This is an optimization exercise on Yosys and OpenROAD, whose aim is small area, not a production implementation. Only simulation tests tie the RTL to the original design; equivalence was not proved. No driver is modelled on the clock port, so clocking that relies on it looks cheaper here than on a real chip. Power figures rest on the tool's default switching activity, not on a simulated workload.

## lc3_datapath
module lc3_datapath
  (clk,
   rst,
   mem_en,
   mem_we,
   mem_addr,
   mem_wdata,
   mem_ready,
   mem_rdata
   );
For scale: about 410 cells after synthesis, roughly 0.0055 sq mm of cells after synthesis.
clock: 10.0 ns
lec_check: 0
abc_area: 1
cap_margin: 20
core_margin: 2
core_utilization: 40
cts_buf_list: sky130_fd_sc_hd__clkbuf_8
place_density: 0.6
slew_margin: 20
standard.sh (not shown) runs the stock make flow with config.mk's settings and CLKGATE_MAP_FILE= SYNTH_SCRIPT=/design/flow/synth_recipe.tcl, a recipe that flattens the netlist after the stock synthesis.
==> flow/flow/run.sh <==
#!/bin/bash
# The standard layout (standard.sh) with three changes:
#  1. after the standard synthesis, the combinational logic of its netlist is
#     mapped again by ABC for area (flow/reabc.abc); the flip-flops, their
#     cell types and names are kept as the standard synthesis made them;
#  2. the port buffers are the smallest buffer, sky130_fd_sc_hd__buf_1;
#  3. the clock tree uses sky130_fd_sc_hd__clkbuf_8 and no dummy loads.
# Each tool's output goes to a log of its own in this folder
# (standard_synth.log, reabc.log, standard_make.log); the ORFS steps also
# keep their logs under orfs/logs/.
set -euo pipefail
HERE=$(pwd)
R=$HERE/orfs/results/${FLOW_PLATFORM}/lc3_datapath/base
LIB=$FLOW_HOME/platforms/${FLOW_PLATFORM}/lib/sky130_fd_sc_hd__tt_025C_1v80.lib
YOSYS=$FLOW_HOME/../tools/install/yosys/bin/yosys
[ -x "$YOSYS" ] || YOSYS=yosys

bash standard.sh synth > standard_synth.log 2>&1

cp "$R/1_2_yosys.v" "$HERE/standard_synth_netlist.v"
cat > "$HERE/reabc.ys" <<EOS
read_liberty -ignore_miss_func $LIB
blackbox sky130_fd_sc_hd__df* sky130_fd_sc_hd__edf* sky130_fd_sc_hd__sdf* sky130_fd_sc_hd__dl* sky130_fd_sc_hd__conb_1
read_verilog $HERE/standard_synth_netlist.v
hierarchy -top ${FLOW_TOP}
flatten
hierarchy -top ${FLOW_TOP}
opt_clean
stat -liberty $LIB
abc -liberty $LIB -script $HERE/flow/reabc.abc -dont_use sky130_fd_sc_hd__probe_p_8 -dont_use sky130_fd_sc_hd__probec_p_8 -dont_use sky130_fd_sc_hd__lpflow_*
opt_clean -purge
hilomap -singleton -hicell sky130_fd_sc_hd__conb_1 HI -locell sky130_fd_sc_hd__conb_1 LO
splitnets
rename -hide w:*.*
opt_clean -purge
stat -liberty $LIB
read_liberty -lib -overwrite $LIB
check -assert
select ${FLOW_TOP}
write_verilog -noattr -selected $HERE/reabc_netlist.v
EOS
"$YOSYS" -s "$HERE/reabc.ys" > reabc.log 2>&1

cp "$HERE/reabc_netlist.v" "$R/1_2_yosys.v"
rm -f "$R/1_synth.odb" "$R/1_synth.sdc"
touch "$R/1_2_yosys.v" "$R/1_2_yosys.sdc"

export BUFFER_PORTS_ARGS="-buffer_cell sky130_fd_sc_hd__buf_1"
export CTS_ARGS="-sink_clustering_enable -repair_clock_nets -buf_list sky130_fd_sc_hd__clkbuf_8 -dont_use_dummy_load"
bash standard.sh finish > standard_make.log 2>&1
==> flow/flow/reabc.abc <==
strash
dch -f
amap -F 20 -A 30 -C 5000
topo
The first run produced a clean layout.
Next try:
==> flow/flow/run.sh (replaced) <==
#!/bin/bash
# The standard layout (standard.sh), with the port buffers made from the
# smallest buffer (sky130_fd_sc_hd__buf_1) and no dummy loads in the clock tree.
# make's full output goes to standard_make.log in this folder; each ORFS step
# also keeps its own log under orfs/logs/.
set -euo pipefail
export BUFFER_PORTS_ARGS="-buffer_cell sky130_fd_sc_hd__buf_1"
export CTS_ARGS="-sink_clustering_enable -repair_clock_nets -buf_list sky130_fd_sc_hd__clkbuf_8 -dont_use_dummy_load"
bash standard.sh finish > standard_make.log 2>&1
removed: flow/flow/reabc.abc
Power goes up by 0.72%.
Worst hold slack gains 10 ps.
Via count climbs by 11%.
Worst setup slack improves by 840 ps.
Global-route usage is lower by 0.50 points.
Die area climbs by 6.2%.
Cell area grows by 4.7%.
Combinational power climbs by about 4%.
Wire length grows by 6.8%.
Synthesized area came out higher by 6.4%.

* * *

Another version of the RTL of lc3_datapath (not shown whole).
Size in the first run: about 430 cells after synthesis.
export LEC_CHECK = 0
export ABC_AREA = 1
export CAP_MARGIN = 0
export CORE_MARGIN = 2
export CORE_UTILIZATION = 40
export CTS_BUF_LIST = sky130_fd_sc_hd__clkbuf_8
export GPL_TIMING_DRIVEN = 0
export PLACE_DENSITY = 0.6
export SLEW_MARGIN = 0
create_clock -name core_clock -period 10.0 [get_ports {clk}]
==> flow/flow/run.sh <==
#!/bin/bash
# The standard layout (standard.sh) with three changes:
#  1. after the standard synthesis, the combinational logic of its netlist is
#     mapped again by ABC for area (flow/reabc.abc); the flip-flops, their
#     cell types and names are kept as the standard synthesis made them;
#  2. the port buffers are the smallest buffer, sky130_fd_sc_hd__buf_1;
#  3. the clock tree uses sky130_fd_sc_hd__clkbuf_8 and no dummy loads, and
#     after it is built each leaf buffer is swapped for a smaller one where
#     the slew at its flip-flops stays low (flow/clk_downsize.tcl).
# Each tool's output goes to a log of its own in this folder
# (standard_synth.log, reabc.log, standard_make.log); the ORFS steps also
# keep their logs under orfs/logs/.
set -euo pipefail
HERE=$(pwd)
R=$HERE/orfs/results/${FLOW_PLATFORM}/lc3_datapath/base
LIB=$FLOW_HOME/platforms/${FLOW_PLATFORM}/lib/sky130_fd_sc_hd__tt_025C_1v80.lib
YOSYS=$FLOW_HOME/../tools/install/yosys/bin/yosys
[ -x "$YOSYS" ] || YOSYS=yosys

bash standard.sh synth > standard_synth.log 2>&1

cp "$R/1_2_yosys.v" "$HERE/standard_synth_netlist.v"
cat > "$HERE/reabc.ys" <<EOS
read_liberty -ignore_miss_func $LIB
blackbox sky130_fd_sc_hd__df* sky130_fd_sc_hd__edf* sky130_fd_sc_hd__sdf* sky130_fd_sc_hd__dl* sky130_fd_sc_hd__conb_1
read_verilog $HERE/standard_synth_netlist.v
hierarchy -top ${FLOW_TOP}
flatten
hierarchy -top ${FLOW_TOP}
opt_clean
stat -liberty $LIB
abc -liberty $LIB -script $HERE/flow/reabc.abc -dont_use sky130_fd_sc_hd__probe_p_8 -dont_use sky130_fd_sc_hd__probec_p_8 -dont_use sky130_fd_sc_hd__lpflow_*
opt_clean -purge
hilomap -singleton -hicell sky130_fd_sc_hd__conb_1 HI -locell sky130_fd_sc_hd__conb_1 LO
splitnets
rename -hide w:*.*
opt_clean -purge
stat -liberty $LIB
read_liberty -lib -overwrite $LIB
check -assert
select ${FLOW_TOP}
write_verilog -noattr -selected $HERE/reabc_netlist.v
EOS
"$YOSYS" -s "$HERE/reabc.ys" > reabc.log 2>&1

cp "$HERE/reabc_netlist.v" "$R/1_2_yosys.v"
rm -f "$R/1_synth.odb" "$R/1_synth.sdc"
touch "$R/1_2_yosys.v" "$R/1_2_yosys.sdc"

export BUFFER_PORTS_ARGS="-buffer_cell sky130_fd_sc_hd__buf_1"
export CTS_ARGS="-sink_clustering_enable -repair_clock_nets -buf_list sky130_fd_sc_hd__clkbuf_8 -dont_use_dummy_load"
export POST_CTS_TCL=$HERE/flow/clk_downsize.tcl
export CLK_SLEW_LIMIT=0.105
export CLK_SMALL_BUFS="sky130_fd_sc_hd__clkbuf_2 sky130_fd_sc_hd__clkbuf_4"
bash standard.sh finish > standard_make.log 2>&1
==> flow/flow/clk_downsize.tcl <==
# Run after clock tree synthesis (POST_CTS_TCL): each clock buffer that
# drives only flip-flop clock pins is swapped for the smallest buffer of
# CLK_SMALL_BUFS that keeps the slew at all of its flip-flops at or below
# CLK_SLEW_LIMIT (ns, placement-based estimate); otherwise it is left as is.
proc clk_sink_slew {net} {
  set worst 0
  foreach it [$net getITerms] {
    if {[[$it getMTerm] getName] != "CLK"} { continue }
    set pin [get_pins -quiet [$it getName]]
    if {$pin == ""} { continue }
    foreach rf {rise fall} {
      set s [get_property $pin slew_max_$rf]
      if {$s > $worst} { set worst $s }
    }
  }
  return $worst
}
set clk_limit $::env(CLK_SLEW_LIMIT)
set clk_small $::env(CLK_SMALL_BUFS)
set clk_changed 0
foreach inst [[ord::get_db_block] getInsts] {
  set m [[$inst getMaster] getName]
  if {![string match "sky130_fd_sc_hd__clkbuf_*" $m]} { continue }
  set out [[$inst findITerm X] getNet]
  if {$out == "NULL"} { continue }
  set leaf 1
  foreach it [$out getITerms] {
    set t [[$it getMTerm] getName]
    if {$t != "X" && $t != "CLK"} { set leaf 0 }
  }
  if {!$leaf} { continue }
  set sta_inst [get_cells [$inst getName]]
  foreach cand $clk_small {
    replace_cell $sta_inst $cand
    estimate_parasitics -placement
    set w [clk_sink_slew $out]
    if {$w <= $clk_limit} {
      puts "clk_downsize: [$inst getName] $m -> $cand (slew $w)"
      incr clk_changed
      set m $cand
      break
    }
    replace_cell $sta_inst $m
  }
}
estimate_parasitics -placement
puts "clk_downsize: $clk_changed clock buffers downsized"
Other scripts of this flow, unchanged in this note and not shown: flow/flow/reabc.abc
Then changed:
Settings changed: GPL_TIMING_DRIVEN 0 to not set.
Result: Core utilization goes up by 0.13 points. Sequential power barely changes. Count of clock-buffer cells in the layout does not change. Worst setup slack gets better by 190 ps. Design area is about the same. Non-clock buffer count increases by 4. Clock power drops by about 1%. Total power stays flat. Area after synthesis is unchanged. Final cell count climbs by 0.59%. Sequential cell count is unchanged.
Then changed:
--- a/flow/flow/run.sh
+++ b/flow/flow/run.sh
@@ -53 +53 @@
-export CLK_SLEW_LIMIT=0.105
+export CLK_SLEW_LIMIT=0.112
Settings changed: CAP_MARGIN 0 to 5, CORE_UTILIZATION 40 to 65, GPL_TIMING_DRIVEN set to 0, PLACE_DENSITY 0.6 to 0.78, SLEW_MARGIN 0 to 5.
The new run finished clean.
Flip-flop and latch count stays the same.
Area after synthesis is unchanged.
Final area decreases by a few percent.
Critical path depth stays the same.
Then changed:
Settings changed: CAP_MARGIN 5 to 0, CORE_UTILIZATION 65 to 60, PLACE_DENSITY 0.78 to 0.75, SLEW_MARGIN 5 to 0.
Outcome: Setup slack gets better by 93 ps. Final area hardly moves. Global-route usage is lower by 2.2 points. Core utilization is lower by 4.8 points.

afterwards: timing with drivers on the ports:
No port has a modelled driver above. Below, the same layouts with a new extraction and two added sets of constraints.
Step 1 assumes that a clkbuf_16 drives the clock port and a buf_2 every other input.
Step 2 times the ports against the registers' clock, not the clock port: input delays grow and output delays shrink by t, the midpoint of the rising clock arrivals with the driver on.
Slacks: ideal ports / drivers / drivers and shift; pairs: ideal ports / drivers.
run | t, ns | setup slack, ns | worst register clock-pin slew, ns
the first run of note 1 | 0.460 | 5.604 / 5.604 / 5.604 | 0.10 / 0.10
the second run of note 1 | 0.462 | 6.448 / 6.456 / 5.994 | 0.10 / 0.10
the first run of note 2 | 0.465 | 4.586 / 4.586 / 4.586 | 0.10 / 0.10
the second run of note 2 | 0.448 | 4.781 / 4.781 / 4.781 | 0.10 / 0.10
the third run of note 2 | 0.434 | 4.597 / 4.597 / 4.597 | 0.10 / 0.10
the fourth run of note 2 | 0.441 | 4.690 / 4.690 / 4.690 | 0.11 / 0.11
After both steps every run listed still meets setup and hold. For the second run of note 1, which loses most, drivers alone change the setup slack by +0.008 ns; drivers and shift together by -0.454 ns.
